Context: an optimization exercise on an open-source flow, tuned for small area, a short achievable clock period and few clock cycles per item. The choices shown serve that exercise and are no tape-out recipe.
At most, simulation tests tie the RTL to the original design; equivalence was not proved.
For run 7, only the layout was checked, not whether the RTL still works.
No activity file was given, so power comes from the tool's default toggle rates.

**run.sh**
```bash
#!/bin/bash
# synth_recipe.tcl (not shown) runs the flow's synth.tcl, then flattens the netlist and writes it again
# the make line also repeats each setting of config.mk as NAME=value (left out here)
make -C /OpenROAD-flow-scripts/flow DESIGN_CONFIG=/design/flow/config.mk WORK_HOME=/design/flow/orfs CLKGATE_MAP_FILE= SYNTH_SCRIPT=/design/flow/synth_recipe.tcl finish
```
**config.mk**
```make
export PLATFORM = sky130hd
export DESIGN_NAME = heichips25_systolicArray
export DESIGN_NICKNAME = heichips25_systolicArray
export VERILOG_FILES = /design/flow/design.v
export SDC_FILE = /design/flow/constraint.sdc
export NUM_CORES = 4
export LEC_CHECK = 0
export CAP_MARGIN = 20
export CORE_MARGIN = 2
export CORE_UTILIZATION = 40
export SETUP_SLACK_MARGIN = 4.3
export SLEW_MARGIN = 20
```
**constraint.sdc**
```tcl
create_clock -name core_clock -period 6.5 [get_ports {clk}]
set_input_delay 1.3000 -clock core_clock [delete_from_list [all_inputs] [get_ports {clk}]]
set_output_delay 1.3000 -clock core_clock [all_outputs]
set_load 0.01 [all_outputs]
```
**design.v**
```verilog
module dot4_l1 (
  input  [3:0] a0, a1, a2, a3, b0, b1, b2, b3,
  output [63:0] r
);
  wire n1 = a0[0] & b0[0];
  wire n2 = a0[0] & b0[1];
  wire n3 = a0[0] & b0[2];
  wire n4 = a0[0] & b0[3];
  wire n5 = a1[0] & b1[0];
  wire n6 = a1[0] & b1[1];
  wire n7 = a1[0] & b1[2];
  wire n8 = a1[0] & b1[3];
  wire n9 = a2[0] & b2[0];
  wire n10 = a2[0] & b2[1];
  wire n11 = a2[0] & b2[2];
  wire n12 = a2[0] & b2[3];
  wire n13 = a3[0] & b3[0];
  wire n14 = a3[0] & b3[1];
  wire n15 = a3[0] & b3[2];
  wire n16 = a3[0] & b3[3];
  wire n17 = a0[1] & b0[0];
  wire n18 = a0[1] & b0[1];
  wire n19 = a0[1] & b0[2];
  wire n20 = a0[1] & b0[3];
  wire n21 = a1[1] & b1[0];
  wire n22 = a1[1] & b1[1];
  wire n23 = a1[1] & b1[2];
  wire n24 = a1[1] & b1[3];
  wire n25 = a2[1] & b2[0];
  wire n26 = a2[1] & b2[1];
  wire n27 = a2[1] & b2[2];
  wire n28 = a2[1] & b2[3];
  wire n29 = a3[1] & b3[0];
  wire n30 = a3[1] & b3[1];
  wire n31 = a3[1] & b3[2];
  wire n32 = a3[1] & b3[3];
  wire n33 = a0[2] & b0[0];
  wire n34 = a0[2] & b0[1];
  wire n35 = a0[2] & b0[2];
  wire n36 = a0[2] & b0[3];
  wire n37 = a1[2] & b1[0];
  wire n38 = a1[2] & b1[1];
  wire n39 = a1[2] & b1[2];
  wire n40 = a1[2] & b1[3];
  wire n41 = a2[2] & b2[0];
  wire n42 = a2[2] & b2[1];
  wire n43 = a2[2] & b2[2];
  wire n44 = a2[2] & b2[3];
  wire n45 = a3[2] & b3[0];
  wire n46 = a3[2] & b3[1];
  wire n47 = a3[2] & b3[2];
  wire n48 = a3[2] & b3[3];
  wire n49 = a0[3] & b0[0];
  wire n50 = a0[3] & b0[1];
  wire n51 = a0[3] & b0[2];
  wire n52 = a0[3] & b0[3];
  wire n53 = a1[3] & b1[0];
  wire n54 = a1[3] & b1[1];
  wire n55 = a1[3] & b1[2];
  wire n56 = a1[3] & b1[3];
  wire n57 = a2[3] & b2[0];
  wire n58 = a2[3] & b2[1];
  wire n59 = a2[3] & b2[2];
  wire n60 = a2[3] & b2[3];
  wire n61 = a3[3] & b3[0];
  wire n62 = a3[3] & b3[1];
  wire n63 = a3[3] & b3[2];
  wire n64 = a3[3] & b3[3];
  wire n65 = n1 ^ n5;
  wire n66 = n9 ^ n13;
  wire n67 = n65 ^ n66;
  wire n68 = ~n67 & n13;
  wire n69 = n1 & n9;
  wire n70 = n1 | n9;
  wire n71 = n5 & n70;
  wire n72 = n69 | n71;
  wire n73 = n2 ^ n6;
  wire n74 = n10 ^ n14;
  wire n75 = n73 ^ n74;
  wire n76 = n75 ^ n72;
  wire n77 = n75 ? n72 : n14;
  wire n78 = n2 & n10;
  wire n79 = n2 | n10;
  wire n80 = n6 & n79;
  wire n81 = n78 | n80;
  wire n82 = n3 ^ n7;
  wire n83 = n11 ^ n15;
  wire n84 = n82 ^ n83;
  wire n85 = n84 ^ n81;
  wire n86 = n84 ? n81 : n15;
  wire n87 = n3 & n11;
  wire n88 = n3 | n11;
  wire n89 = n7 & n88;
  wire n90 = n87 | n89;
  wire n91 = n4 ^ n8;
  wire n92 = n12 ^ n16;
  wire n93 = n91 ^ n92;
  wire n94 = n93 ^ n90;
  wire n95 = n93 ? n90 : n16;
  wire n96 = n4 & n12;
  wire n97 = n4 | n12;
  wire n98 = n8 & n97;
  wire n99 = n96 | n98;
  wire n100 = n17 ^ n21;
  wire n101 = n25 ^ n29;
  wire n102 = n100 ^ n101;
  wire n103 = ~n102 & n29;
  wire n104 = n17 & n25;
  wire n105 = n17 | n25;
  wire n106 = n21 & n105;
  wire n107 = n104 | n106;
  wire n108 = n18 ^ n22;
  wire n109 = n26 ^ n30;
  wire n110 = n108 ^ n109;
  wire n111 = n110 ^ n107;
  wire n112 = n110 ? n107 : n30;
  wire n113 = n18 & n26;
  wire n114 = n18 | n26;
  wire n115 = n22 & n114;
  wire n116 = n113 | n115;
  wire n117 = n19 ^ n23;
  wire n118 = n27 ^ n31;
  wire n119 = n117 ^ n118;
  wire n120 = n119 ^ n116;
  wire n121 = n119 ? n116 : n31;
  wire n122 = n19 & n27;
  wire n123 = n19 | n27;
  wire n124 = n23 & n123;
  wire n125 = n122 | n124;
  wire n126 = n20 ^ n24;
  wire n127 = n28 ^ n32;
  wire n128 = n126 ^ n127;
  wire n129 = n128 ^ n125;
  wire n130 = n128 ? n125 : n32;
  wire n131 = n20 & n28;
  wire n132 = n20 | n28;
  wire n133 = n24 & n132;
  wire n134 = n131 | n133;
  wire n135 = n33 ^ n37;
  wire n136 = n41 ^ n45;
  wire n137 = n135 ^ n136;
  wire n138 = ~n137 & n45;
  wire n139 = n33 & n41;
  wire n140 = n33 | n41;
  wire n141 = n37 & n140;
  wire n142 = n139 | n141;
  wire n143 = n34 ^ n38;
  wire n144 = n42 ^ n46;
  wire n145 = n143 ^ n144;
  wire n146 = n145 ^ n142;
  wire n147 = n145 ? n142 : n46;
  wire n148 = n34 & n42;
  wire n149 = n34 | n42;
  wire n150 = n38 & n149;
  wire n151 = n148 | n150;
  wire n152 = n35 ^ n39;
  wire n153 = n43 ^ n47;
  wire n154 = n152 ^ n153;
  wire n155 = n154 ^ n151;
  wire n156 = n154 ? n151 : n47;
  wire n157 = n35 & n43;
  wire n158 = n35 | n43;
  wire n159 = n39 & n158;
  wire n160 = n157 | n159;
  wire n161 = n36 ^ n40;
  wire n162 = n44 ^ n48;
  wire n163 = n161 ^ n162;
  wire n164 = n163 ^ n160;
  wire n165 = n163 ? n160 : n48;
  wire n166 = n36 & n44;
  wire n167 = n36 | n44;
  wire n168 = n40 & n167;
  wire n169 = n166 | n168;
  wire n170 = n49 ^ n53;
  wire n171 = n57 ^ n61;
  wire n172 = n170 ^ n171;
  wire n173 = ~n172 & n61;
  wire n174 = n49 & n57;
  wire n175 = n49 | n57;
  wire n176 = n53 & n175;
  wire n177 = n174 | n176;
  wire n178 = n50 ^ n54;
  wire n179 = n58 ^ n62;
  wire n180 = n178 ^ n179;
  wire n181 = n180 ^ n177;
  wire n182 = n180 ? n177 : n62;
  wire n183 = n50 & n58;
  wire n184 = n50 | n58;
  wire n185 = n54 & n184;
  wire n186 = n183 | n185;
  wire n187 = n51 ^ n55;
  wire n188 = n59 ^ n63;
  wire n189 = n187 ^ n188;
  wire n190 = n189 ^ n186;
  wire n191 = n189 ? n186 : n63;
  wire n192 = n51 & n59;
  wire n193 = n51 | n59;
  wire n194 = n55 & n193;
  wire n195 = n192 | n194;
  wire n196 = n52 ^ n56;
  wire n197 = n60 ^ n64;
  wire n198 = n196 ^ n197;
  wire n199 = n198 ^ n195;
  wire n200 = n198 ? n195 : n64;
  wire n201 = n52 & n60;
  wire n202 = n52 | n60;
  wire n203 = n56 & n202;
  wire n204 = n201 | n203;
  assign r[0] = n67;
  assign r[1] = n76;
  assign r[2] = n85;
  assign r[3] = n94;
  assign r[4] = n99;
  assign r[5] = 1'b0;
  assign r[6] = 1'b0;
  assign r[7] = 1'b0;
  assign r[8] = 1'b0;
  assign r[9] = n68;
  assign r[10] = n77;
  assign r[11] = n86;
  assign r[12] = n95;
  assign r[13] = 1'b0;
  assign r[14] = 1'b0;
  assign r[15] = 1'b0;
  assign r[16] = 1'b0;
  assign r[17] = n102;
  assign r[18] = n111;
  assign r[19] = n120;
  assign r[20] = n129;
  assign r[21] = n134;
  assign r[22] = 1'b0;
  assign r[23] = 1'b0;
  assign r[24] = 1'b0;
  assign r[25] = 1'b0;
  assign r[26] = n103;
  assign r[27] = n112;
  assign r[28] = n121;
  assign r[29] = n130;
  assign r[30] = 1'b0;
  assign r[31] = 1'b0;
  assign r[32] = 1'b0;
  assign r[33] = 1'b0;
  assign r[34] = n137;
  assign r[35] = n146;
  assign r[36] = n155;
  assign r[37] = n164;
  assign r[38] = n169;
  assign r[39] = 1'b0;
  assign r[40] = 1'b0;
  assign r[41] = 1'b0;
  assign r[42] = 1'b0;
  assign r[43] = n138;
  assign r[44] = n147;
  assign r[45] = n156;
  assign r[46] = n165;
  assign r[47] = 1'b0;
  assign r[48] = 1'b0;
  assign r[49] = 1'b0;
  assign r[50] = 1'b0;
  assign r[51] = n172;
  assign r[52] = n181;
  assign r[53] = n190;
  assign r[54] = n199;
  assign r[55] = n204;
  assign r[56] = 1'b0;
  assign r[57] = 1'b0;
  assign r[58] = 1'b0;
  assign r[59] = 1'b0;
  assign r[60] = n173;
  assign r[61] = n182;
  assign r[62] = n191;
  assign r[63] = n200;
endmodule
module dot4_l23 (
  input  [63:0] r,
  output [15:0] s
);
  wire n1 = r[1] ^ r[9];
  wire n2 = n1 ^ r[17];
  wire n3 = r[1] & r[17];
  wire n4 = r[1] | r[17];
  wire n5 = r[9] & n4;
  wire n6 = n3 | n5;
  wire n7 = r[2] ^ r[10];
  wire n8 = r[18] ^ r[26];
  wire n9 = n7 ^ n8;
  wire n10 = n9 ^ n6;
  wire n11 = n9 ? n6 : r[26];
  wire n12 = r[2] & r[18];
  wire n13 = r[2] | r[18];
  wire n14 = r[10] & n13;
  wire n15 = n12 | n14;
  wire n16 = r[3] ^ r[11];
  wire n17 = r[19] ^ r[27];
  wire n18 = n16 ^ n17;
  wire n19 = n18 ^ n15;
  wire n20 = n18 ? n15 : r[27];
  wire n21 = r[3] & r[19];
  wire n22 = r[3] | r[19];
  wire n23 = r[11] & n22;
  wire n24 = n21 | n23;
  wire n25 = r[4] ^ r[12];
  wire n26 = r[20] ^ r[28];
  wire n27 = n25 ^ n26;
  wire n28 = n27 ^ n24;
  wire n29 = n27 ? n24 : r[28];
  wire n30 = r[4] & r[20];
  wire n31 = r[4] | r[20];
  wire n32 = r[12] & n31;
  wire n33 = n30 | n32;
  wire n34 = r[21] ^ r[29];
  wire n35 = n34 ^ n33;
  wire n36 = n34 ? n33 : r[29];
  wire n37 = r[35] ^ r[43];
  wire n38 = n37 ^ r[51];
  wire n39 = r[35] & r[51];
  wire n40 = r[35] | r[51];
  wire n41 = r[43] & n40;
  wire n42 = n39 | n41;
  wire n43 = r[36] ^ r[44];
  wire n44 = r[52] ^ r[60];
  wire n45 = n43 ^ n44;
  wire n46 = n45 ^ n42;
  wire n47 = n45 ? n42 : r[60];
  wire n48 = r[36] & r[52];
  wire n49 = r[36] | r[52];
  wire n50 = r[44] & n49;
  wire n51 = n48 | n50;
  wire n52 = r[37] ^ r[45];
  wire n53 = r[53] ^ r[61];
  wire n54 = n52 ^ n53;
  wire n55 = n54 ^ n51;
  wire n56 = n54 ? n51 : r[61];
  wire n57 = r[37] & r[53];
  wire n58 = r[37] | r[53];
  wire n59 = r[45] & n58;
  wire n60 = n57 | n59;
  wire n61 = r[38] ^ r[46];
  wire n62 = r[54] ^ r[62];
  wire n63 = n61 ^ n62;
  wire n64 = n63 ^ n60;
  wire n65 = n63 ? n60 : r[62];
  wire n66 = r[38] & r[54];
  wire n67 = r[38] | r[54];
  wire n68 = r[46] & n67;
  wire n69 = n66 | n68;
  wire n70 = r[55] ^ r[63];
  wire n71 = n70 ^ n69;
  wire n72 = n70 ? n69 : r[63];
  wire n73 = n10 ^ r[34];
  wire n74 = n10 & r[34];
  wire n75 = n10 | r[34];
  wire n76 = n19 ^ n11;
  wire n77 = n76 ^ n38;
  wire n78 = n77 ^ n74;
  wire n79 = n77 & n74;
  wire n80 = n19 & n38;
  wire n81 = n19 | n38;
  wire n82 = n11 & n81;
  wire n83 = n80 | n82;
  wire n84 = n28 ^ n20;
  wire n85 = n84 ^ n46;
  wire n86 = n85 ^ n83;
  wire n87 = n85 & n83;
  wire n88 = n28 & n46;
  wire n89 = n28 | n46;
  wire n90 = n20 & n89;
  wire n91 = n88 | n90;
  wire n92 = n35 ^ n29;
  wire n93 = n55 ^ n47;
  wire n94 = n92 ^ n93;
  wire n95 = n94 ^ n91;
  wire n96 = n94 ? n91 : n47;
  wire n97 = n35 & n55;
  wire n98 = n35 | n55;
  wire n99 = n29 & n98;
  wire n100 = n97 | n99;
  wire n101 = n64 ^ n56;
  wire n102 = n36 ^ n101;
  wire n103 = n102 ^ n100;
  wire n104 = n102 ? n100 : n56;
  wire n105 = n36 & n64;
  wire n106 = n71 ^ n65;
  wire n107 = n106 ^ n105;
  wire n108 = n106 ? n105 : n65;
  assign s[0] = r[0];
  assign s[1] = n2;
  assign s[2] = n73;
  assign s[3] = n78;
  assign s[4] = n86;
  assign s[5] = n95;
  assign s[6] = n103;
  assign s[7] = n107;
  assign s[8] = 1'b0;
  assign s[9] = 1'b0;
  assign s[10] = 1'b0;
  assign s[11] = 1'b0;
  assign s[12] = n79;
  assign s[13] = n87;
  assign s[14] = n96;
  assign s[15] = n104;
endmodule
module heichips25_systolicArray #(
    parameter BITWIDTH = 4,
    parameter OUTWIDTH = 2*BITWIDTH
)(
    input                           clk,
    input                           reset,
    input        [BITWIDTH -1:0]    data_in,
    input                           load_weights,
    input                           load_inputs,
    input                           store_outputs,
    output logic [OUTWIDTH -1:0]    results,
    output logic                    valid_out
);
    logic [3:0]  wr [0:3][0:3];    
    logic [3:0]  x  [0:3][0:3];    
    logic [3:0]  cnt;        
    logic [1:0]  ph;         
    logic [3:0]  io;         
    logic [1:0]  jc;         
    logic [3:0]  wp;         
    logic        mid_r;      
    logic [1:0]  t1, t2;     
    logic        st1, st2;   
    logic [63:0] r1;         
    logic [15:0] r2;         
    logic [7:0]  c0, c1;     
    always @(posedge clk) begin
        for (int k = 0; k < 4; k++) begin
            wr[k][0] <= (load_weights && cnt[3:2] == k) ? data_in : wr[k][3];
            for (int p = 1; p < 4; p++) wr[k][p] <= wr[k][p-1];
        end
    end
    always @(posedge clk) begin
        for (int r = 0; r < 4; r++) begin
            if (load_inputs && cnt[3:2] == r) begin
                x[r][0] <= data_in;
                for (int k = 1; k < 4; k++) x[r][k] <= x[r][k-1];
            end
        end
    end
    wire       mid_n = load_inputs && cnt >= 4 && cnt <= 14;   
    wire [1:0] ph_n  = load_weights ? cnt[1:0] : ph + 2'd1;
    logic [1:0] jc_n;
    always_comb begin
        if (mid_n)              jc_n = {1'b0, cnt[0]};
        else if (store_outputs) jc_n = jc + 2'd1;
        else                    jc_n = 2'd2;
    end
    wire [1:0] wp_n = ph_n - jc_n;
    always @(posedge clk) begin
        cnt       <= reset ? 4'd0 : (load_weights || load_inputs) ? cnt + 4'd1 : cnt;
        valid_out <= !reset && load_inputs && cnt == 15;
        ph        <= ph_n;
        mid_r     <= mid_n;
        jc        <= jc_n;
        for (int p = 0; p < 4; p++) wp[p] <= wp_n == p;
        if (mid_n || !store_outputs) io <= 4'b0001;
        else if (jc == 3)            io <= {io[2:0], io[3]};
        t1        <= {mid_r && jc[0], mid_r && !jc[0]};
        t2        <= t1;
        st1       <= store_outputs;
        st2       <= st1;
    end
    logic [3:0] a [0:3];
    logic [3:0] b [0:3];
    always_comb begin
        for (int k = 0; k < 4; k++) begin
            a[k] = ({4{io[0]}} & x[0][3-k]) | ({4{io[1]}} & x[1][3-k])
                 | ({4{io[2]}} & x[2][3-k]) | ({4{io[3]}} & x[3][3-k]);
            b[k] = ({4{wp[0]}} & wr[k][0]) | ({4{wp[1]}} & wr[k][1])
                 | ({4{wp[2]}} & wr[k][2]) | ({4{wp[3]}} & wr[k][3]);
        end
    end
    wire [63:0] r1_n;
    dot4_l1 l1 (
        .a0(a[0]), .a1(a[1]), .a2(a[2]), .a3(a[3]),
        .b0(b[0]), .b1(b[1]), .b2(b[2]), .b3(b[3]),
        .r(r1_n)
    );
    wire [15:0] r2_n;
    dot4_l23 l23 (.r(r1), .s(r2_n));
    wire [7:0] sum = r2[7:0] + r2[15:8];
    always @(posedge clk) begin
        r1 <= r1_n;
        r2 <= r2_n;
        if (t2[0]) c0 <= sum;
        if (t2[1]) c1 <= sum;
        results <= !st1 ? c0 : !st2 ? c1 : sum;
    end
endmodule
```
==> flow_summary_export.csv, run 1 <==
group,metric,value,unit
run_status,status,"timing/DRC/antenna clean",
grt,use_met3,2.13,%
drt,wirelength,17.8,mm
clock_network,cts_tree,"done",
floorplan,pin_count,18,
timing,finalCritPeriodShare,34.6,%
place,placed_area,9240,um2
logic_synthesis,syn_inst,647,
timing,finClkSkew,13.5,ps
grt,antenna_found_initial,0,
drt,avgRoutedWirePerCell,18.4,um
min_path,min_from,"r1[0]",
worst_setup_path,crit_path_start,"valid_out",
worst_setup_path,required,5200,ps
worst_setup_path,start_kind,"flop",
floorplan,dieWidth,153,um
min_path,hold_path_end,"r2[0]",
worst_setup_path,critPathMaxFanout,1,
clock_network,cts-root-buf,"clkbuf_16",
min_path,whs_path_depth,0,
run,maxCapViolCount,0,
timing,finalSetupViolations,0,
logic_synthesis,synth-simple-area-share,3.33,%
drt,vias,5026,
logic_synthesis,synthAdderAreaFrac,7.60,%
logic_synthesis,synth_xor_area_share,10.7,%
finish,design_area,10100,um2
clock_network,cts_num_sinks,224,
logic_synthesis,ys.flop_type,"dfxtp_1",
worst_setup_path,criticalPathCategory,"flop to output pin",
finish,multiInputGateArea,3450,um2
timing,fin_crit,2250,ps
pwr,p_per_area,381,nW/um2
min_path,hold_class,"flop to flop",
worst_setup_path,arrival,950,ps
logic_synthesis,ys.warnings.count,9,
place,gp_congestion,0.868,
worst_setup_path,r2r_cells,5,
worst_setup_path,worst-r2r-setup-slack,4400,ps
clock_network,cts_buffer_depth,3,
grt,grt_pass1_vias,5147,
floorplan,start_util,40.6,%
logic_synthesis,postSynthAreaPerCell,13.7,um2
clock_network,h-tree-depth,1,
worst_setup_path,crit_slowest_cell,"dfxtp_2",
worst_setup_path,critPathMaxStageDelay,320,ps
grt,grt_max_degree,19,
grt,overflow,0,
grt,grt_use_total,15.4,%
finish,regArea,5300,um2
place,dpl.hpwl,13.1,mm
logic_synthesis,netlist.top_cell.by_area,"dfxtp_1",
logic_synthesis,ys_seq_area_share,59.8,%
worst_setup_path,worstReg2RegStart,"io[2]",
floorplan,row_count,54,
worst_setup_path,cp_top_family,"flip-flops",
logic_synthesis,ys_top_cells_by_area,"dfxtp_1 (33%), edfxtp_1 (27%), xnor2_1 (8.6%)",
logic_synthesis,yosys-top-cells-count,"dfxtp_1 (144), xnor2_1 (87), edfxtp_1 (80)",
logic_synthesis,synth_seq_cells,224,
logic_synthesis,yosysMostFrequentCell,"dfxtp_1",
logic_synthesis,yosys.area.top_type_share,32.6,%
logic_synthesis,synth_top_family_by_area,"compound AO/OA/AOI/OAI gates",
timing,hold_violations,0,
drt,post-route-drc-count,0,
logic_synthesis,synth_compound_area_share,12.5,%
logic_synthesis,synth.distinct_cells,40,
timing,grt_setup_unrepaired,"true",
logic_synthesis,synth_edf_count,80,
timing,slew_viol_final,0,
logic_synthesis,synth_nets,670,
clock_network,clk_pin_slew,60,ps
finish,syn2layout_area_growth,14.6,%
drt,ant_nets,0,
clock_network,cts_buffers,23,
pwr,leakagePower,3.65,nW
floorplan,core_area,21800,um2
finish,drive_gt1_share,23.8,%
finish,fin_nets,697,
logic_synthesis,synthMuxAreaShare,3.64,%
worst_setup_path,worst_r2r_endpoint,"r1[28]",
pwr,vdd.ir_drop.worst,0.000373,V
finish,diodes,0,
drt,routed_via_density,5.18,
drt,drtIter0Drc,254,
grt,grt_pass1_wl,28.4,mm
timing,setup_tns,0,ps
floorplan,dieArea,23300,um2
logic_synthesis,async_flop_share,0,%
logic_synthesis,syn_area,8840,um2
worst_setup_path,cp.buffers_inverters,1,
worst_setup_path,end_kind,"output pin",
timing,tightest_slew,878,ps
timing,slew_headroom,41.4,%
grt,grt_busiest_layer,"met2",
grt,use_met1,19.2,%
pwr,power,3.86,mW
grt,met2_usage,27.8,%
place,numPortBuffers,17,
clock_network,clock_latency,510,ps
floorplan,die_h,153,um
worst_setup_path,path_cells,"buf_6",
drt,drt_pre_antenna_iters,5,
finish,num-fill-cells,1909,
timing,fmax,445,MHz
==> flip-flops by register name, summed over array words and instances (netlist names), 4 cells and up <==
register / cells
wr: 64
x: 64
r1: 36
r2: 12
c0: 8
c1: 8
results: 8
cnt: 4
io: 4
wp: 4
==> placed cells by master, fill, tap and decap left out, drive strengths merged, types with 2 or more instances in the layout <==
cell / count
a221oi: 9
mux2i: 13
dfxtp: 144
xnor2: 87
clkbuf: 35
nor2: 32
maj3: 42
a22oi: 90
ha: 9
inv: 21
o21ai: 6
fa: 5
nor3b: 2
edfxtp: 80
buf: 17
xnor3: 3
nor3: 4
clkdlybuf4s50: 5
mux2: 17
o211ai: 2
and2: 3
nand3: 3
nand2: 7
a21oi: 14
clkinv: 4
xor2: 13
a22o: 9
nand3b: 2
or3: 2
nand4: 2
and3b: 3
==> worst max-delay path by stage <==
stage	end	slack (ps)	cells after the start
detailed placement	wp[2]	3180	8
global route	valid_out	4230	1
CTS	results[5]	4230	1
floorplan	wp[0]	4000	7
global placement	wp[0]	3300	8
finish	valid_out	4250	1
==> power breakdown <==
group / switching [mW] / internal [mW]
sequential: 0.163 / 1.63
combinational: 0.417 / 0.375
clock: 0.526 / 0.753
total: 1.11 / 2.75
==> metal layers <==
layer,part of all wire [%],wire [um]
met5,0,0
met4,2.0,358
met3,3.6,643
met2,51,9090
met1,43,7730
==> kinds of logic after synthesis <==
logic type | Yosys count
flip-flops | 224
AND/OR/NAND/NOR | 62
multiplexers | 30
XOR/XNOR | 103
AO/OA/AOI/OAI | 133
adder cells (fa/ha/maj) | 56
buffers and inverters | 39
==> stage by stage <==
step	hold WS [ps]	setup slack (ps)	cells	utilization (%)
final	326	4250	970	46.5
after global routing	343	4230	970	46.5
after CTS	327	4230	969	46.2
after detailed placement	312	3180	922	42.5
after global placement	317	3300	922	42.5
after floorplan	310	4000	647	-
==> cell type report <==
type                            instances  share of cell area, %
Clock buffer                           33                   6.87
Clock inverter                          8                  0.605
Inverter                               17                  0.630
Multi-Input combinational cell        384                   34.1
Sequential cell                       224                   52.4
Tap cell                              280                   3.46
Timing Repair Buffer                   24                   1.98
==> timing repair <==
| item | 4_1_cts | 5_1_grt |
|---|---|---|
| setup buffers | 6 | 1 |
| endpoints found under the setup margin | 119 | 19 |
| hold buffers | 0 | 0 |
| resized for setup | 65 | 22 |
| pin swaps | 4 | 4 |
Testbench counts, summed over its fixed seeds: cycles 9,216, jobs 192.
==> inputs of run 2 (changes only) <==
--- a/config.mk
+++ b/config.mk
@@ -7,6 +7,7 @@
 export LEC_CHECK = 0
 export CAP_MARGIN = 20
 export CORE_MARGIN = 2
-export CORE_UTILIZATION = 40
+export CORE_UTILIZATION = 60
+export CTS_BUF_LIST = sky130_fd_sc_hd__clkbuf_8 sky130_fd_sc_hd__clkbuf_4
 export SETUP_SLACK_MARGIN = 4.3
 export SLEW_MARGIN = 20
==> flow_summary_export.csv, run 2 <==
group,metric,value,unit
clock_network,h-tree-depth,2,
clock_network,cts_tree,"done",
timing,hold_violations,0,
finish,final_common_cell,"dfxtp_1",
worst_setup_path,criticalPathCategory,"flop to output pin",
worst_setup_path,path_cells,"buf_6",
pwr,vdd.ir_drop.worst,0.000374,V
worst_setup_path,required,5200,ps
worst_setup_path,arrival,960,ps
timing,grt_setup_unrepaired,"true",
logic_synthesis,ys.warnings.count,9,
clock_network,clock_latency,530,ps
grt,grt_pass1_wl,28.4,mm
place,gp_congestion,0.945,
pwr,swShare,29.0,%
drt,drtIter0Drc,350,
pwr,p_per_area,388,nW/um2
timing,finClkSkew,14.7,ps
pwr,leakagePower,3.67,nW
worst_setup_path,crit_slowest_cell,"dfxtp_2",
drt,post-route-drc-count,0,
clock_network,cts-root-buf,"clkbuf_8",
pwr,clkPwrFrac,33.5,%
worst_setup_path,critPathMaxFanout,1,
logic_synthesis,yosys.area.top_type_share,32.6,%
timing,slew_viol_final,0,
finish,syn2layout_area_growth,12.9,%
timing,fmax,442,MHz
pwr,p_int,2.75,mW
floorplan,core_area,14500,um2
finish,reg_top3,"wr x64, x x64, r1 x36",
logic_synthesis,yosys-top-cells-count,"dfxtp_1 (144), xnor2_1 (87), edfxtp_1 (80)",
clock_network,cts_num_sinks,224,
logic_synthesis,postSynthAreaPerCell,13.7,um2
worst_setup_path,cp_top_family,"flip-flops",
run_status,status,"timing/DRC/antenna clean",
logic_synthesis,synth.distinct_cells,40,
finish,diodes,0,
timing,finalSetupViolations,0,
worst_setup_path,start_kind,"flop",
worst_setup_path,cp.buffers_inverters,1,
logic_synthesis,syn_inst,647,
drt,routed_via_density,5.81,
finish,drive_gt1_share,25.5,%
logic_synthesis,netlist.top_cell.by_area,"dfxtp_1",
clock_network,clk_pin_slew,60,ps
drt,ant_nets,0,
floorplan,pin_count,18,
place,dpl.hpwl,13.0,mm
logic_synthesis,ys.flop_type,"dfxtp_1",
pwr,comb_power_share,20.2,%
logic_synthesis,syn_area,8840,um2
finish,design_area,9980,um2
timing,finalCritPeriodShare,34.8,%
clock_network,cts_buffers,37,
floorplan,dieArea,15700,um2
drt,drt_pre_antenna_iters,5,
logic_synthesis,synth_edf_count,80,
pwr,power,3.87,mW
place,placed_area,9120,um2
pwr,switchingPower,1.12,mW
timing,fin_crit,2260,ps
timing,setup_tns,0,ps
floorplan,row_count,44,
run,maxCapViolCount,0,
logic_synthesis,synth_nets,670,
timing,slew_headroom,44.6,%
logic_synthesis,ys_seq_area_share,59.8,%
finish,final_cell_mix,"dfxtp_1 (130), xnor2_1 (87), edfxtp_1 (80)",
floorplan,dieWidth,125,um
floorplan,die_h,125,um
timing,tightest_slew,829,ps
worst_setup_path,critPathMaxStageDelay,330,ps
floorplan,start_util,61.0,%
grt,grt_use_total,23.5,%
logic_synthesis,synth_seq_cells,224,
grt,overflow,0,
logic_synthesis,async_flop_share,0,%
worst_setup_path,end_kind,"output pin",
place,numPortBuffers,17,
grt,grt_max_degree,19,
grt,antenna_found_initial,0,
logic_synthesis,ys_top_cells_by_area,"dfxtp_1 (33%), edfxtp_1 (27%), xnor2_1 (8.6%)",
pwr,power_frac_seq,46.3,%
grt,grt_pass1_vias,5253,
finish,fin_nets,707,
min_path,hold_class,"flop to flop",
drt,wirelength,18.1,mm
logic_synthesis,yosysMostFrequentCell,"dfxtp_1",
clock_network,cts_buffer_depth,3,
clock_network,ctsHoldBuffers,0,
drt,avgRoutedWirePerCell,20.1,um
drt,vias,5213,
-- run 2: layout make-up --
type / count / area (um2)
Inverter: 17 / 63.8
Fill cell: 1058 / 4500
Clock inverter: 5 / 38.8
Sequential cell: 224 / 5300
Multi-Input combinational cell: 384 / 3390
Timing Repair Buffer: 20 / 173
Tap cell: 184 / 230
Clock buffer: 63 / 773
-- run 2: repair_timing --
| action | CTS | global route |
|---|---|---|
| pin swaps | 5 | 3 |
| resized for setup | 67 | 9 |
| setup buffers | 2 | 1 |
| setup endpoints to repair | 118 | 13 |
-- run 2: stage by stage --
stage / instances / hold slack, ps / utilization [%] / setup slack, ps
2_1_floorplan: 647 / 310 / - / 4000
3_3_place_gp: 826 / 312 / 63.0 / 3200
3_5_place_dp: 826 / 312 / 63.0 / 3080
4_1_cts: 896 / 327 / 68.9 / 4200
5_1_grt: 897 / 334 / 68.9 / 4200
6_report: 897 / 321 / 68.9 / 4240
-- run 2: kinds of logic after synthesis --
logic type	share of synthesized area [%]
adders and majority gates	7.60
and+or+nand+nor	3.33
xor gates and xnor gates	10.7
AOI/OAI and AO/OA	12.5
DFF	59.8
muxes	3.64
buffers and inverters	2.36
-- run 2: metal layers --
metal / part of all wire, % / GRT usage (%)
met5: 0 / 0
met1: 44 / 30.0
met4: 1.7 / 6.80
met3: 5.0 / 5.22
met2: 50 / 40.5
-- run 2: worst paths after layout --
| path | from | endpoint | slack (ps) | cells after the start |
|---|---|---|---|---|
| min reg2reg | r1[0] | r2[0] | 320 | 0 |
| max reg2reg | wp[3] | r1[45] | 4420 | 5 |
| min | r1[0] | r2[0] | 320 | 0 |
| max | valid_out | valid_out | 4240 | 1 |
-- run 2: power by group through the flow --
stage                     clock (mW)  sequential, mW  combinational, mW
after CTS                       1.32            1.79              0.789
after global placement             0            1.81              0.768
after floorplan                    0            1.71              0.684
final                           1.30            1.79              0.779
after global routing            1.38            1.81              0.866
after detailed placement           0            1.81              0.786
==> inputs of run 3 (changes only) <==
--- a/config.mk
+++ b/config.mk
@@ -8,6 +8,7 @@
 export CAP_MARGIN = 20
 export CORE_MARGIN = 2
 export CORE_UTILIZATION = 60
-export CTS_BUF_LIST = sky130_fd_sc_hd__clkbuf_8 sky130_fd_sc_hd__clkbuf_4
-export SETUP_SLACK_MARGIN = 4.3
+export CTS_CLUSTER_DIAMETER = 80
+export CTS_CLUSTER_SIZE = 32
+export SETUP_SLACK_MARGIN = 4.27
 export SLEW_MARGIN = 20
==> flow_summary_export.csv, run 3 <==
group,metric,value,unit
run_status,status,"timing/DRC/antenna clean",
clock_network,cts_tree,"done",
place,pre_cts_ws,3080,ps
clock_network,cts_buffers,11,
worst_setup_path,cp_top_family,"flip-flops",
timing,slew_headroom,42.1,%
logic_synthesis,yosys.area.top_type_share,32.6,%
finish,diodes,0,
timing,grt_setup_unrepaired,"true",
worst_setup_path,end_kind,"output pin",
worst_setup_path,required,5200,ps
grt,grt_pass1_wl,27.3,mm
timing,hold_violations,0,
floorplan,row_count,44,
floorplan,pin_count,18,
floorplan,start_util,61.0,%
clock_network,clock_latency,470,ps
min_path,hold_class,"flop to flop",
pwr,p_per_area,350,nW/um2
logic_synthesis,synth_nets,670,
timing,tightest_slew,869,ps
drt,post-route-drc-count,0,
logic_synthesis,async_flop_share,0,%
worst_setup_path,cp.buffers_inverters,1,
timing,fin_crit,2230,ps
pwr,vdd.ir_drop.worst,0.000255,V
finish,final_common_cell,"dfxtp_1",
drt,routed_via_density,5.93,
grt,grt_use_total,22.4,%
drt,vias,5014,
drt,wirelength,17.5,mm
worst_setup_path,arrival,930,ps
drt,drt_pre_antenna_iters,5,
timing,finClkSkew,13.6,ps
finish,fin_nets,681,
clock_network,clk_pin_slew,110,ps
drt,avgRoutedWirePerCell,20.6,um
run,maxCapViolCount,0,
grt,antenna_found_initial,0,
logic_synthesis,ys.flop_type,"dfxtp_1",
logic_synthesis,ys_top_cells_by_area,"dfxtp_1 (33%), edfxtp_1 (27%), xnor2_1 (8.6%)",
logic_synthesis,netlist.top_cell.by_area,"dfxtp_1",
timing,fmax,449,MHz
clock_network,cts-root-buf,"clkbuf_16",
clock_network,ctsHoldBuffers,0,
place,numPortBuffers,17,
finish,final_cell_mix,"dfxtp_1 (130), xnor2_1 (87), edfxtp_1 (80)",
worst_setup_path,crit_slowest_cell,"dfxtp_2",
grt,grt_max_degree,34,
clock_network,cts_buffer_depth,3,
floorplan,dieWidth,125,um
grt,overflow,0,
timing,finalSetupViolations,0,
floorplan,dieArea,15700,um2
worst_setup_path,path_cells,"buf_6",
timing,finalCritPeriodShare,34.2,%
worst_setup_path,critPathMaxFanout,1,
worst_setup_path,criticalPathCategory,"flop to output pin",
logic_synthesis,yosysMostFrequentCell,"dfxtp_1",
logic_synthesis,ys.warnings.count,9,
floorplan,core_area,14500,um2
logic_synthesis,syn_inst,647,
finish,drive_gt1_share,19.5,%
timing,slew_viol_final,0,
logic_synthesis,yosys-top-cells-count,"dfxtp_1 (144), xnor2_1 (87), edfxtp_1 (80)",
logic_synthesis,synth.distinct_cells,40,
logic_synthesis,postSynthAreaPerCell,13.7,um2
logic_synthesis,synth_seq_cells,224,
finish,syn2layout_area_growth,7.48,%
pwr,leakagePower,3.40,nW
clock_network,cts_num_sinks,224,
clock_network,h-tree-depth,1,
timing,setup_tns,0,ps
timing,setup_ws,4270,ps
logic_synthesis,synth_edf_count,80,
grt,grt_pass1_vias,4929,
finish,reg_top3,"wr x64, x x64, r1 x36",
worst_setup_path,start_kind,"flop",
floorplan,die_h,125,um
worst_setup_path,critPathMaxStageDelay,350,ps
drt,drtIter0Drc,367,
logic_synthesis,ys_seq_area_share,59.8,%
drt,ant_nets,0,
logic_synthesis,syn_area,8840,um2
place,gp_congestion,0.945,
place,dpl.hpwl,13.0,mm
==> run 3: worst paths after layout <==
path / from / end / slack (ps) / cells after the start
worst max-delay path: results[0] / results[0] / 4270 / 1
worst min-delay path: r1[0] / r2[0] / 330 / 0
worst max register to register: cnt[3] / wp[0] / 4370 / 8
worst min register to register: r1[0] / r2[0] / 330 / 0
==> run 3: metal layers <==
layer	wire [um]	global-route usage [%]	vias up
li1	-	-	2389
met1	7720	30.4	2514
met2	8900	39.8	97
met3	679	2.65	14
met4	155	3.53	0
met5	0	0	-
==> run 3: cell families after synthesis <==
| kind of cell | share of synthesized area, % |
|---|---|
| DFF | 59.8 |
| AOI/OAI and AO/OA | 12.5 |
| xor gates and xnor gates | 10.7 |
| and+or+nand+nor | 3.33 |
| adders and majority gates | 7.60 |
| buffers and inverters | 2.36 |
| muxes | 3.64 |
==> run 3: final cells by class <==
cell class / instances / area, um2
clock buffers: 13 / 283
clock inverters: 4 / 43.8
fillers: 1116 / 4980
inverters: 17 / 63.8
multi-input cells: 384 / 3390
flip-flops and latches: 224 / 5300
well taps: 184 / 230
repair buffers: 20 / 179
==> run 3: where the power goes <==
group / switching [mW] / leakage, nW / internal, mW
clock network: 0.427 / 0.156 / 0.327
registers: 0.164 / 1.92 / 1.62
logic: 0.413 / 1.33 / 0.366
==> run 3: metrics by stage <==
stage | std cells | hold WS, ps | util [%] | power (mW) | instance area (um2)
2_1_floorplan | 647 | 310 | - | 2.40 | 8880
3_3_place_gp | 826 | 312 | 63.0 | 2.57 | 9120
3_5_place_dp | 826 | 312 | 63.0 | 2.60 | 9120
4_1_cts | 845 | 328 | 65.5 | 3.34 | 9480
5_1_grt | 846 | 336 | 65.6 | 3.50 | 9500
6_report | 846 | 329 | 65.6 | 3.32 | 9500
==> run 3: repair_timing <==
action / CTS / global route
setup endpoints to repair: 118 / 13
pin swaps: 6 / 4
buffers inserted: 2 / 1
gates resized for setup: 66 / 11
==> inputs of run 4 (changes only) <==
--- a/config.mk
+++ b/config.mk
@@ -5,10 +5,11 @@
 export SDC_FILE = /design/flow/constraint.sdc
 export NUM_CORES = 4
 export LEC_CHECK = 0
+export ABC_AREA = 1
 export CAP_MARGIN = 20
 export CORE_MARGIN = 2
 export CORE_UTILIZATION = 60
-export CTS_CLUSTER_DIAMETER = 80
-export CTS_CLUSTER_SIZE = 32
+export CTS_CLUSTER_DIAMETER = 120
+export CTS_CLUSTER_SIZE = 28
 export SETUP_SLACK_MARGIN = 4.27
 export SLEW_MARGIN = 20
==> flow_summary_export.csv, run 4 <==
group,metric,value,unit
run_status,status,"timing/DRC/antenna clean",
logic_synthesis,yosys.area.top_type_share,29.3,%
timing,setup_tns,0,ps
logic_synthesis,yosys-top-cells-count,"nand2_1 (453), dfxtp_1 (144), inv_1 (143)",
logic_synthesis,syn_inst,1184,
logic_synthesis,ys_top_cells_by_area,"dfxtp_1 (29%), edfxtp_1 (24%), nand2_1 (17%)",
logic_synthesis,yosysMostFrequentCell,"nand2_1",
finish,reg_top3,"wr x64, x x64, r1 x36",
grt,grt_pass1_vias,6698,
place,dpl.hpwl,14.9,mm
finish,drive_gt1_share,11.1,%
finish,final_cell_mix,"nand2_1 (452), inv_1 (140), dfxtp_1 (131)",
floorplan,core_area,15900,um2
finish,diodes,0,
clock_network,cts-root-buf,"clkbuf_16",
timing,finClkSkew,15.5,ps
clock_network,cts_buffers,11,
logic_synthesis,ys.warnings.count,9,
min_path,min_from,"t1[0]",
logic_synthesis,netlist.top_cell.by_area,"dfxtp_1",
floorplan,die_h,132,um
drt,wirelength,19.7,mm
drt,vias,7152,
clock_network,cts_tree,"done",
drt,routed_via_density,5.02,
drt,ant_nets,0,
logic_synthesis,syn_area,9850,um2
place,numPortBuffers,17,
worst_setup_path,critPathMaxFanout,3,
timing,grt_setup_unrepaired,"true",
timing,fin_crit,2230,ps
logic_synthesis,synth.distinct_cells,40,
logic_synthesis,synth_edf_count,80,
logic_synthesis,synth_nets,1207,
pwr,vdd.ir_drop.worst,0.000335,V
grt,grt_pass1_wl,31.7,mm
drt,drtIter0Drc,340,
clock_network,clock_latency,470,ps
logic_synthesis,async_flop_share,0,%
logic_synthesis,synth_seq_cells,224,
clock_network,h-tree-depth,1,
logic_synthesis,ys_seq_area_share,53.7,%
drt,drt_pre_antenna_iters,6,
worst_setup_path,arrival,2590,ps
timing,finalSetupViolations,0,
grt,overflow,0,
clock_network,ctsHoldBuffers,0,
grt,grt_max_degree,30,
clock_network,clk_pin_slew,100,ps
floorplan,row_count,46,
finish,final_common_cell,"nand2_1",
run,maxCapViolCount,0,
clock_network,cts_buffer_depth,3,
timing,hold_violations,0,
grt,grt_use_total,22.6,%
worst_setup_path,criticalPathCategory,"primary input to flop",
timing,fmax,449,MHz
logic_synthesis,ys.flop_type,"dfxtp_1",
pwr,leakagePower,4.71,nW
place,gp_congestion,0.831,
timing,slew_viol_final,0,
worst_setup_path,end_kind,"flop",
worst_setup_path,required,6870,ps
worst_setup_path,start_kind,"primary input",
drt,post-route-drc-count,0,
finish,fin_nets,1229,
worst_setup_path,crit_path_start,"load_inputs",
pwr,p_per_area,294,nW/um2
logic_synthesis,postSynthAreaPerCell,8.32,um2
floorplan,pin_count,18,
floorplan,dieArea,17500,um2
pwr,power,3.11,mW
finish,fin_util,66.4,%
min_path,hold_class,"flop to flop",
timing,finalCritPeriodShare,34.2,%
floorplan,start_util,61.8,%
drt,avgRoutedWirePerCell,13.8,um
timing,slew_headroom,59.1,%
timing,tightest_slew,613,ps
finish,syn2layout_area_growth,7.51,%
worst_setup_path,worstReg2RegStart,"cnt[2]",
clock_network,cts_num_sinks,224,
floorplan,dieWidth,132,um
grt,antenna_found_initial,0,
run 4: cells by family after synthesis:
| family | count (synthesis) | synth area share (%) |
|---|---|---|
| xor gates and xnor gates | 18 | 1.60 |
| muxes | 1 | 0.114 |
| DFF | 224 | 53.7 |
| AOI/OAI and AO/OA | 73 | 4.23 |
| buffers and inverters | 178 | 8.07 |
| adders and majority gates | 14 | 2.16 |
| and+or+nand+nor | 676 | 30.2 |
run 4: worst max-delay path: stages:
cell and delay (ps):
buf_8 80, clkinvlp_4 90, nor3_4 190, nor2_4 50, inv_2 60, o21ai_2 60
ha_2 200, xor2_2 170, or2_4 260, nand2_1 80, nor2_1 40
run 4: worst paths after layout:
check	to	slack [ps]	cells after the start
max	wp[1]	4270	11
min	t2[0]	340	0
max reg2reg	wp[1]	4390	11
min reg2reg	t2[0]	340	0
run 4: area by class of cell:
cell class | instances | area, um2
clock buffers | 17 | 298
multi-input cells | 782 | 3830
repair buffers | 31 | 297
flip-flops and latches | 224 | 5300
inverters | 156 | 589
well taps | 216 | 270
fillers | 1382 | 5360
run 4: metrics by stage:
| stage | cell area (um2) | setup WS [ps] | instances | hold WS (ps) |
|---|---|---|---|---|
| detailed placement | 10100 | 3060 | 1397 | 314 |
| finish | 10600 | 4270 | 1426 | 335 |
| floorplan | 9880 | 3870 | 1184 | 310 |
| global placement | 10100 | 3070 | 1397 | 310 |
| CTS | 10500 | 4230 | 1425 | 337 |
| global route | 10600 | 4220 | 1426 | 348 |
run 4: power breakdown:
part / total, mW / switching (mW) / internal (mW)
logic: 0.677 / 0.435 / 0.242
clock network: 0.725 / 0.405 / 0.321
registers: 1.71 / 0.116 / 1.59
total: 3.11 / 0.955 / 2.15
run 4: what timing repair did:
item                                    CTS  global route
pin swaps                                 8             7
resized for setup                        59            19
setup buffers                            11             1
endpoints found under the setup margin   78            47
run 4: layer usage:
layer	GRT usage, %	routed length, um	vias to the layer above
met5	0	0	-
met4	6.28	503	0
met3	2.58	655	28
met2	41.0	9770	123
met1	28.5	8740	3225
li1	-	-	3776
==> inputs of run 5 (changes only) <==
--- a/config.mk
+++ b/config.mk
@@ -5,10 +5,9 @@
 export SDC_FILE = /design/flow/constraint.sdc
 export NUM_CORES = 4
 export LEC_CHECK = 0
-export ABC_AREA = 1
 export CAP_MARGIN = 20
 export CORE_MARGIN = 2
-export CORE_UTILIZATION = 60
+export CORE_UTILIZATION = 75
 export CTS_CLUSTER_DIAMETER = 120
 export CTS_CLUSTER_SIZE = 28
 export SETUP_SLACK_MARGIN = 4.27
==> flow_summary_export.csv, run 5 <==
group,metric,value,unit
floorplan,dieWidth,113,um
logic_synthesis,yosysMostFrequentCell,"dfxtp_1",
min_path,hold_class,"flop to flop",
timing,finalCritPeriodShare,35.9,%
timing,fmax,428,MHz
drt,vias,5083,
drt,avgRoutedWirePerCell,21.7,um
logic_synthesis,ys.warnings.count,9,
floorplan,row_count,39,
finish,fin_util,82.1,%
worst_setup_path,worstReg2RegStart,"cnt[3]",
pwr,p_per_area,351,nW/um2
place,gp_congestion,0.959,
grt,grt_use_total,27.4,%
timing,grt_setup_unrepaired,"true",
worst_setup_path,worst_r2r_endpoint,"wp[0]",
place,dpl.hpwl,12.7,mm
clock_network,cts-root-buf,"clkbuf_16",
finish,reg_top3,"wr x64, x x64, r1 x36",
worst_setup_path,worst-r2r-setup-slack,4160,ps
grt,grt_pass1_wl,26.8,mm
place,pre_cts_ws,3200,ps
timing,setup_ws,4160,ps
pwr,vdd.ir_drop.worst,0.000327,V
logic_synthesis,synth.distinct_cells,40,
worst_setup_path,arrival,2740,ps
logic_synthesis,synth_edf_count,80,
grt,overflow,0,
finish,drive_gt1_share,18.9,%
finish,final_common_cell,"dfxtp_1",
worst_setup_path,critPathMaxFanout,12,
drt,drtIter0Drc,347,
worst_setup_path,crit_path_start,"cnt[3]",
place,numPortBuffers,17,
grt,grt_max_degree,30,
clock_network,clk_pin_slew,100,ps
clock_network,cts_num_sinks,224,
logic_synthesis,synth_nets,670,
finish,final_cell_mix,"dfxtp_1 (132), xnor2_1 (86), edfxtp_1 (80)",
clock_network,cts_buffer_depth,3,
floorplan,start_util,77.1,%
run_status,status,"timing/DRC/antenna clean",
clock_network,cts_buffers,11,
clock_network,h-tree-depth,1,
run,maxCapViolCount,0,
logic_synthesis,postSynthAreaPerCell,13.7,um2
worst_setup_path,start_kind,"flop",
drt,ant_nets,0,
worst_setup_path,required,6900,ps
timing,setup_tns,0,ps
worst_setup_path,crit_end,"wp[0]",
finish,fin_nets,683,
worst_setup_path,end_kind,"flop",
pwr,power,3.30,mW
logic_synthesis,synth_seq_cells,224,
worst_setup_path,criticalPathCategory,"flop to flop",
finish,diodes,0,
clock_network,cts_tree,"done",
floorplan,pin_count,18,
floorplan,core_area,11500,um2
grt,antenna_found_initial,0,
min_path,whs_path_depth,0,
logic_synthesis,ys_top_cells_by_area,"dfxtp_1 (33%), edfxtp_1 (27%), xnor2_1 (8.6%)",
floorplan,dieArea,12700,um2
logic_synthesis,syn_area,8840,um2
logic_synthesis,async_flop_share,0,%
pwr,leakagePower,3.39,nW
timing,finalSetupViolations,0,
timing,slew_headroom,34.9,%
logic_synthesis,netlist.top_cell.by_area,"dfxtp_1",
clock_network,clock_latency,470,ps
grt,grt_pass1_vias,5112,
drt,drt_pre_antenna_iters,6,
timing,finClkSkew,18.1,ps
drt,routed_via_density,6.31,
timing,slew_viol_final,0,
floorplan,die_h,113,um
drt,wirelength,17.5,mm
logic_synthesis,syn_inst,647,
logic_synthesis,ys.flop_type,"dfxtp_1",
drt,post-route-drc-count,0,
logic_synthesis,yosys-top-cells-count,"dfxtp_1 (144), xnor2_1 (87), edfxtp_1 (80)",
timing,hold_violations,0,
timing,tightest_slew,976,ps
logic_synthesis,ys_seq_area_share,59.8,%
finish,syn2layout_area_growth,6.50,%
timing,fin_crit,2340,ps
logic_synthesis,yosys.area.top_type_share,32.6,%
worst_setup_path,r2r_cells,8,
==> run 5: changes by cell type after synthesis, moves of 25 or more <==
cell | previous run | this run
a22oi_1 | 0 | 70
inv_1 | 143 | 17
maj3_2 | 0 | 31
nand2_1 | 453 | 7
nand3_1 | 67 | 3
nor2_1 | 65 | 32
o21ai_0 | 31 | 6
xnor2_1 | 11 | 87
==> run 5: final cells by class <==
cell class | instances | area (um2)
Sequential cell | 224 | 5300
Multi-Input combinational cell | 384 | 3400
Fill cell | 631 | 2060
Clock buffer | 16 | 294
Tap cell | 143 | 179
Timing Repair Buffer | 22 | 170
Inverter | 17 | 63.8
==> run 5: power by group <==
part / internal (mW) / switching (mW) / total [mW]
combinational: 0.373 / 0.432 / 0.805
sequential: 1.62 / 0.162 / 1.79
clock: 0.318 / 0.396 / 0.713
total: 2.32 / 0.990 / 3.30
==> run 5: cell families (layout without fill, tap and decap cells) <==
kind of cell,after synthesis,in the layout,synth area share (%)
AOI/OAI and AO/OA,133,133,12.5
xor gates and xnor gates,103,103,10.7
adders and majority gates,56,56,7.60
buffers and inverters,39,55,2.36
DFF,224,224,59.8
muxes,30,30,3.64
and+or+nand+nor,62,62,3.33
==> run 5: worst min path at each step <==
stage / slack, ps / start / to
final: 340 / t1[0] / t2[0]
after global routing: 340 / t1[0] / t2[0]
after CTS: 330 / t1[0] / t2[0]
after detailed placement: 310 / t1[0] / t2[0]
after global placement: 310 / t1[1] / t2[1]
after floorplan: 310 / r1[0] / r2[0]
==> run 5: worst max-delay path, stage by stage, from the launching register on <==
cell and delay (ps):
dfxtp_1 650, nand4_1 220, o211ai_1 190, inv_2 110, o31ai_4 230, ha_2 280, xor2_4 200, xor2_1 230
and2_1 170
==> run 5: routing by layer <==
metal  GRT usage (%)  vias to the layer above  share of wire (%)
met5               0                        -                  0
met4            8.13                        0                2.3
met3            3.78                       36                4.2
met2            49.5                      145                 52
met1            34.6                     2512                 41
li1                -                     2390                  -
==> run 5: metrics by stage <==
stage	cells	cell area, um2	hold slack (ps)
global route	806	9410	342
detailed placement	785	9070	312
CTS	803	9360	334
global placement	785	9070	311
finish	806	9410	336
floorplan	647	8880	310
==> run 5: timing repair <==
action,4_1_cts,5_1_grt
setup endpoints to repair,124,39
gates cloned,0,0
resized for setup,57,14
pin swaps,6,4
hold buffers,0,0
setup buffers,2,3
==> inputs of run 6 (changes only) <==
--- a/config.mk
+++ b/config.mk
@@ -7,7 +7,7 @@
 export LEC_CHECK = 0
 export CAP_MARGIN = 20
 export CORE_MARGIN = 2
-export CORE_UTILIZATION = 75
+export CORE_UTILIZATION = 60
 export CTS_CLUSTER_DIAMETER = 120
 export CTS_CLUSTER_SIZE = 28
 export SETUP_SLACK_MARGIN = 4.27
==> flow_summary_export.csv, run 6 <==
group,metric,value,unit
worst_setup_path,cp_top_family,"XOR/XNOR gates",
finish,design_area,9450,um2
drt,post-route-drc-count,0,
timing,fmax,449,MHz
min_path,hold_path_end,"t2[0]",
worst_setup_path,worst_r2r_endpoint,"wp[0]",
pwr,switchingPower,0.973,mW
floorplan,dieArea,15700,um2
floorplan,row_count,44,
clock_network,cts-root-buf,"clkbuf_16",
timing,tightest_slew,855,ps
logic_synthesis,syn_area,8840,um2
place,dp_cells,826,
clock_network,cts_tree,"done",
logic_synthesis,ys.flop_type,"dfxtp_1",
finish,final_cell_mix,"dfxtp_1 (132), xnor2_1 (87), edfxtp_1 (80)",
worst_setup_path,arrival,2620,ps
worst_setup_path,cp.buffers_inverters,2,
finish,fin_cells,846,
place,pre_cts_ws,3080,ps
pwr,swShare,29.7,%
pwr,p_int,2.31,mW
drt,wirelength,17.4,mm
drt,drtIter0Drc,338,
place,numPortBuffers,17,
floorplan,die_h,125,um
timing,setup_tns,0,ps
timing,setup_ws,4270,ps
logic_synthesis,yosys.area.top_type_share,32.6,%
timing,finalSetupViolations,0,
min_path,hold_class,"flop to flop",
finish,fin_nets,682,
finish,reg_top3,"wr x64, x x64, r1 x36",
clock_network,h-tree-depth,1,
logic_synthesis,ys.warnings.count,9,
drt,routed_via_density,5.92,
place,gp_congestion,0.945,
logic_synthesis,postSynthAreaPerCell,13.7,um2
clock_network,cts_num_sinks,224,
pwr,leakagePower,3.39,nW
clock_network,clock_latency,460,ps
clock_network,ctsHoldBuffers,0,
grt,use_met1,30.2,%
logic_synthesis,yosysMostFrequentCell,"dfxtp_1",
pwr,p_per_area,347,nW/um2
worst_setup_path,worstReg2RegStart,"cnt[2]",
clock_network,cts_buffer_depth,3,
logic_synthesis,synth_edf_count,80,
finish,syn2layout_area_growth,6.95,%
grt,use_met3,2.44,%
logic_synthesis,ys_top_cells_by_area,"dfxtp_1 (33%), edfxtp_1 (27%), xnor2_1 (8.6%)",
drt,drt_pre_antenna_iters,5,
logic_synthesis,synth_nets,670,
worst_setup_path,critPathMaxStageDelay,240,ps
grt,grt_busiest_layer,"met2",
floorplan,dieWidth,125,um
worst_setup_path,required,6900,ps
logic_synthesis,synth.distinct_cells,40,
floorplan,start_util,61.0,%
timing,slew_viol_final,0,
grt,grt_pass1_vias,4948,
logic_synthesis,async_flop_share,0,%
run,maxCapViolCount,0,
grt,met2_usage,39.8,%
run_status,status,"timing/DRC/antenna clean",
drt,vias,5007,
worst_setup_path,end_kind,"flop",
worst_setup_path,crit_slowest_cell,"ha_2",
finish,final_common_cell,"dfxtp_1",
worst_setup_path,start_kind,"primary input",
clock_network,clk_pin_slew,100,ps
place,placed_area,9120,um2
logic_synthesis,ys_seq_area_share,59.8,%
clock_network,cts_buffers,11,
place,dpl.hpwl,13.0,mm
finish,drive_gt1_share,18.7,%
logic_synthesis,netlist.top_cell.by_area,"dfxtp_1",
worst_setup_path,path_cells,"buf_12 -> o211ai_1 -> inv_2 -> o31ai_4 -> ha_2 -> xor2_2 -> xor2_1 -> and2_1",
timing,grt_setup_unrepaired,"true",
pwr,clkPwrFrac,21.8,%
logic_synthesis,yosys-top-cells-count,"dfxtp_1 (144), xnor2_1 (87), edfxtp_1 (80)",
pwr,comb_power_share,23.7,%
drt,ant_nets,0,
worst_setup_path,criticalPathCategory,"primary input to flop",
logic_synthesis,synth_seq_cells,224,
min_path,whs_path_depth,0,
timing,fin_crit,2230,ps
floorplan,core_area,14500,um2
timing,hold_violations,0,
grt,grt_pass1_wl,27.3,mm
grt,grt_max_degree,30,
min_path,min_from,"t1[0]",
drt,avgRoutedWirePerCell,20.6,um
worst_setup_path,critPathMaxFanout,3,
grt,grt_use_total,22.3,%
finish,diodes,0,
timing,slew_headroom,43.0,%
worst_setup_path,r2r_cells,8,
grt,antenna_found_initial,0,
pwr,power_frac_seq,54.5,%
worst_setup_path,worst-r2r-setup-slack,4350,ps
grt,overflow,0,
pwr,vdd.ir_drop.worst,0.000230,V
floorplan,pin_count,18,
logic_synthesis,syn_inst,647,
timing,finClkSkew,12.3,ps
timing,finalCritPeriodShare,34.2,%
[run 6: changes by cell type in the layout (fill, tap and decap cells not counted), sizes merged]
| cell | change |
|---|---|
| buf | -1 |
[run 6: how the worst max path moves through the flow]
stage                startpoint    end  slack (ps)  cells after the start
finish              load_inputs  wp[0]        4270                      8
CTS                 load_inputs  wp[0]        4190                      8
floorplan           load_inputs  wp[0]        4000                      7
detailed placement  load_inputs  wp[0]        3080                      8
global route        load_inputs  wp[0]        4220                      8
global placement    load_inputs  wp[0]        3200                      8
[run 6: worst register-to-register path, stage by stage, from the launching register on]
cell and delay (ps):
dfxtp_1 680, nand4_1 150, o211ai_1 180, inv_2 100, o31ai_4 210, ha_2 240
xor2_2 210, xor2_1 200, and2_1 140
[run 6: stage by stage]
stage,power (mW),util (%),hold slack (ps)
global route,3.45,65.3,350
detailed placement,2.60,63.0,312
global placement,2.57,63.0,312
finish,3.28,65.3,335
floorplan,2.40,-,310
CTS,3.30,65.2,338
[run 6: metal layers]
| layer | wire length, um | part of all wire [%] |
|---|---|---|
| met1 | 7880 | 45 |
| met2 | 8820 | 51 |
| met5 | 0 | 0 |
| met4 | 136 | 0.78 |
| met3 | 564 | 3.2 |
[run 6: cell type report]
class | count | area, um2
flip-flops and latches | 224 | 5300
fillers | 1123 | 5030
multi-input cells | 384 | 3390
clock buffers | 16 | 294
well taps | 184 | 230
repair buffers | 21 | 168
inverters | 17 | 63.8
[run 6: cell families (layout without fill, tap and decap cells)]
logic type / Yosys count / after routing / share of synthesized area (%)
adder cells (fa/ha/maj): 56 / 56 / 7.60
AO/OA/AOI/OAI: 133 / 133 / 12.5
multiplexers: 30 / 30 / 3.64
AND/OR/NAND/NOR: 62 / 62 / 3.33
buffers and inverters: 39 / 54 / 2.36
XOR/XNOR: 103 / 103 / 10.7
flip-flops: 224 / 224 / 59.8
[run 6: what timing repair did]
item / CTS / global route
endpoints found under the setup margin: 123 / 6
buffers inserted: 2 / 2
gates resized for setup: 65 / 7
pin swaps: 4 / 5
[run 6: power by group through the flow]
stage          clock [mW]  combinational, mW  sequential [mW]
2_1_floorplan           0              0.684             1.71
3_3_place_gp            0              0.768             1.81
3_5_place_dp            0              0.786             1.81
4_1_cts             0.729              0.784             1.79
5_1_grt             0.785              0.860             1.81
6_report            0.713              0.778             1.79
==> inputs of run 7 (changes only) <==
--- a/design.v
+++ b/design.v
@@ -441,21 +441,27 @@
         end
     end
     wire       mid_n = load_inputs && cnt >= 4 && cnt <= 14;   
-    wire [1:0] ph_n  = load_weights ? cnt[1:0] : ph + 2'd1;
-    logic [1:0] jc_n;
+    wire [1:0] pa = ph + 2'd1 - {1'b0, cnt[0]};   
+    wire [1:0] pb = cnt[1:0] - 2'd2;              
+    wire [1:0] pc = ph - 2'd1;                    
+    logic [3:0] wp_n;
     always_comb begin
-        if (mid_n)              jc_n = {1'b0, cnt[0]};
-        else if (store_outputs) jc_n = jc + 2'd1;
-        else                    jc_n = 2'd2;
+        for (int p = 0; p < 4; p++) begin
+            if (mid_n)              wp_n[p] = pa == p;
+            else if (store_outputs) wp_n[p] = wp[p];
+            else if (load_weights)  wp_n[p] = pb == p;
+            else                    wp_n[p] = pc == p;
+        end
     end
-    wire [1:0] wp_n = ph_n - jc_n;
     always @(posedge clk) begin
         cnt       <= reset ? 4'd0 : (load_weights || load_inputs) ? cnt + 4'd1 : cnt;
         valid_out <= !reset && load_inputs && cnt == 15;
-        ph        <= ph_n;
+        ph        <= load_weights ? cnt[1:0] : ph + 2'd1;
         mid_r     <= mid_n;
-        jc        <= jc_n;
-        for (int p = 0; p < 4; p++) wp[p] <= wp_n == p;
+        if (mid_n)              jc <= {1'b0, cnt[0]};
+        else if (store_outputs) jc <= jc + 2'd1;
+        else                    jc <= 2'd2;
+        wp        <= wp_n;
         if (mid_n || !store_outputs) io <= 4'b0001;
         else if (jc == 3)            io <= {io[2:0], io[3]};
         t1        <= {mid_r && jc[0], mid_r && !jc[0]};
==> flow_summary_export.csv, run 7 <==
group,metric,value,unit
timing,grt_setup_unrepaired,"true",
logic_synthesis,synth.distinct_cells,41,
clock_network,cts_num_sinks,224,
grt,grt_pass1_wl,27.2,mm
drt,wirelength,17.0,mm
clock_network,cts-root-buf,"clkbuf_16",
logic_synthesis,ys.warnings.count,9,
floorplan,core_area,14400,um2
timing,tightest_slew,790,ps
finish,diodes,0,
place,gp_congestion,0.889,
grt,grt_pass1_vias,4998,
clock_network,cts_tree,"done",
logic_synthesis,ys_seq_area_share,60.7,%
timing,slew_headroom,47.4,%
grt,antenna_found_initial,0,
place,dpl.hpwl,12.5,mm
finish,final_common_cell,"dfxtp_1",
timing,slew_viol_final,0,
worst_setup_path,critPathMaxStageDelay,350,ps
logic_synthesis,synth_edf_count,84,
drt,ant_nets,0,
logic_synthesis,postSynthAreaPerCell,13.5,um2
finish,reg_top3,"wr x64, x x64, r1 x36",
drt,routed_via_density,5.90,
logic_synthesis,yosysMostFrequentCell,"dfxtp_1",
worst_setup_path,path_cells,"buf_2",
worst_setup_path,end_kind,"output pin",
timing,whs,344,ps
timing,finClkSkew,16.7,ps
logic_synthesis,yosys.area.top_type_share,32.0,%
min_path,hold_class,"flop to flop",
finish,drive_gt1_share,15.0,%
floorplan,pin_count,18,
clock_network,clk_pin_slew,100,ps
drt,post-route-drc-count,0,
timing,finalCritPeriodShare,34.3,%
worst_setup_path,arrival,930,ps
logic_synthesis,netlist.top_cell.by_area,"dfxtp_1",
logic_synthesis,syn_inst,648,
clock_network,cts_buffers,11,
floorplan,dieWidth,125,um
finish,syn2layout_area_growth,9.20,%
finish,num-fill-cells,1077,
timing,fin_crit,2230,ps
clock_network,h-tree-depth,1,
worst_setup_path,cp.buffers_inverters,1,
drt,drtIter0Drc,336,
worst_setup_path,criticalPathCategory,"flop to output pin",
finish,regArea,5330,um2
logic_synthesis,async_flop_share,0,%
finish,fin_nets,689,
timing,setup_tns,0,ps
place,numPortBuffers,17,
floorplan,dieArea,15600,um2
grt,grt_use_total,22.0,%
logic_synthesis,ys.flop_type,"dfxtp_1",
run,maxCapViolCount,0,
drt,vias,5026,
timing,hold_violations,0,
logic_synthesis,yosys-top-cells-count,"dfxtp_1 (140), a22oi_1 (90), xnor2_1 (86)",
logic_synthesis,synth_nets,673,
pwr,p_per_area,338,nW/um2
grt,grt_max_degree,30,
run_status,status,"timing/DRC/antenna clean",
logic_synthesis,ys_top_cells_by_area,"dfxtp_1 (32%), edfxtp_1 (29%), xnor2_1 (8.6%)",
worst_setup_path,crit_slowest_cell,"dfxtp_2",
worst_setup_path,cp_top_family,"flip-flops",
worst_setup_path,start_kind,"flop",
floorplan,start_util,60.8,%
pwr,power,3.24,mW
floorplan,die_h,125,um
floorplan,row_count,44,
grt,overflow,0,
finish,fin_util,66.4,%
finish,final_cell_mix,"dfxtp_1 (134), xnor2_1 (86), edfxtp_1 (84)",
pwr,leakagePower,3.44,nW
drt,drt_pre_antenna_iters,5,
worst_setup_path,required,5200,ps
timing,finalSetupViolations,0,
pwr,vdd.ir_drop.worst,0.000187,V
clock_network,cts_buffer_depth,3,
drt,avgRoutedWirePerCell,20.0,um
logic_synthesis,synth_seq_cells,224,
logic_synthesis,syn_area,8770,um2
finish,multiInputGateArea,3380,um2
worst_setup_path,critPathMaxFanout,1,
clock_network,clock_latency,470,ps
timing,fmax,448,MHz
==> run 7: cell types whose count changed in the layout (fill, tap and decap cells not counted), moves of 3 or more <==
cell,change
maj3_1,+14
mux2_4,+3
o21ai_0,-3
maj3_2,-13
edfxtp_1,+4
dfxtp_2,-6
ha_1,+3
buf_12,+5
a22oi_2,-9
a22oi_1,+9
==> run 7: cell type report <==
class / count / share of cell area, %
sequential: 224 / 55.7
clock buffer: 17 / 3.11
multi-input combinational: 384 / 35.3
timing repair buffer: 26 / 2.81
inverter: 17 / 0.666
tap: 184 / 2.40
==> run 7: final timing paths <==
kind                                 from  cells past startpoint  slack, ps         to
worst max-delay path            valid_out                      1       4270  valid_out
worst max register to register      wp[3]                      5       4340     r1[61]
worst min register to register      r1[0]                      0        340      r2[0]
worst min-delay path                r1[0]                      0        340      r2[0]
==> run 7: per-layer routing <==
layer | track usage [%] | wire [um] | up-vias
met3 | 2.71 | 548 | 35
met2 | 38.1 | 8500 | 99
met5 | 0 | 0 | -
met4 | 6.14 | 498 | 0
li1 | - | - | 2411
met1 | 29.7 | 7450 | 2481
==> run 7: power by group <==
part | switching [mW] | leakage [nW] | internal (mW)
combinational | 0.414 | 1.38 | 0.373
clock | 0.407 | 0.143 | 0.320
sequential | 0.0988 | 1.93 | 1.63
total | 0.919 | 3.44 | 2.32
==> run 7: cell families (layout without fill, tap and decap cells) <==
family	Yosys count	after routing	share of synthesized area [%]
fa+ha+maj	59	59	7.87
simple gates	61	61	3.30
compound gates	130	130	11.0
buf+inv	40	60	2.64
flops	224	224	60.7
mux	33	33	4.05
xor+xnor	101	101	10.4
==> run 7: stage by stage <==
step / worst slack [ps] / instance area, um2 / std cells
final: 4270 / 9580 / 852
after floorplan: 4180 / 8850 / 648
after global routing: 4230 / 9580 / 852
after CTS: 4160 / 9550 / 851
after global placement: 3420 / 9060 / 826
after detailed placement: 3380 / 9060 / 826
==> run 7: what timing repair did <==
action | in CTS | in global routing
setup endpoints to repair | 132 | 43
hold endpoints to repair | 0 | 0
resized for setup | 62 | 8
hold buffers | 0 | 0
setup buffers | 8 | 1

==> afterwards: timing with drivers on the ports <==
The flow's constraints put no driver on any port. The routed layouts listed below were extracted and timed again, unchanged, in two steps.
Step 1 (the two cells are an assumption about what drives the block):
set clk [get_ports {clk}]
set_driving_cell -lib_cell sky130_fd_sc_hd__clkbuf_16 $clk
set_driving_cell -lib_cell sky130_fd_sc_hd__buf_2 [delete_from_list [all_inputs] $clk]
Step 2 times the ports against the registers' clock, not the clock port: input delays grow and output delays shrink by t, the midpoint of the rising clock arrivals with the driver on.
a / b / c = no drivers / after step 1 / after step 2; a / b = the first two.
run	t (ns)	slack for setup (ns)	hold WS [ns]	worst slew at a driven data input, ns	cell pins on the clock port's net
run 1	0.548	4.254 / 4.210 / 3.780	0.326 / 0.326 / 0.326	0.05	1
run 2	0.559	4.238 / 4.199 / 3.744	0.321 / 0.321 / 0.321	0.06	1
run 3	0.502	4.275 / 4.232 / 3.773	0.329 / 0.329 / 0.329	0.06	1
run 4	0.501	4.274 / 4.245 / 3.761	0.335 / 0.335 / 0.335	0.05	1
run 5	0.502	4.164 / 4.164 / 3.670	0.336 / 0.336 / 0.336	0.05	1
run 6	0.492	4.275 / 4.251 / 3.779	0.335 / 0.335 / 0.335	0.06	1
run 7	0.502	4.268 / 4.225 / 3.806	0.344 / 0.344 / 0.344	0.03	1
After both steps setup and hold are still met in every run listed. For run 4, which loses most, drivers alone change the setup slack by -0.029 ns; drivers and shift together by -0.513 ns.
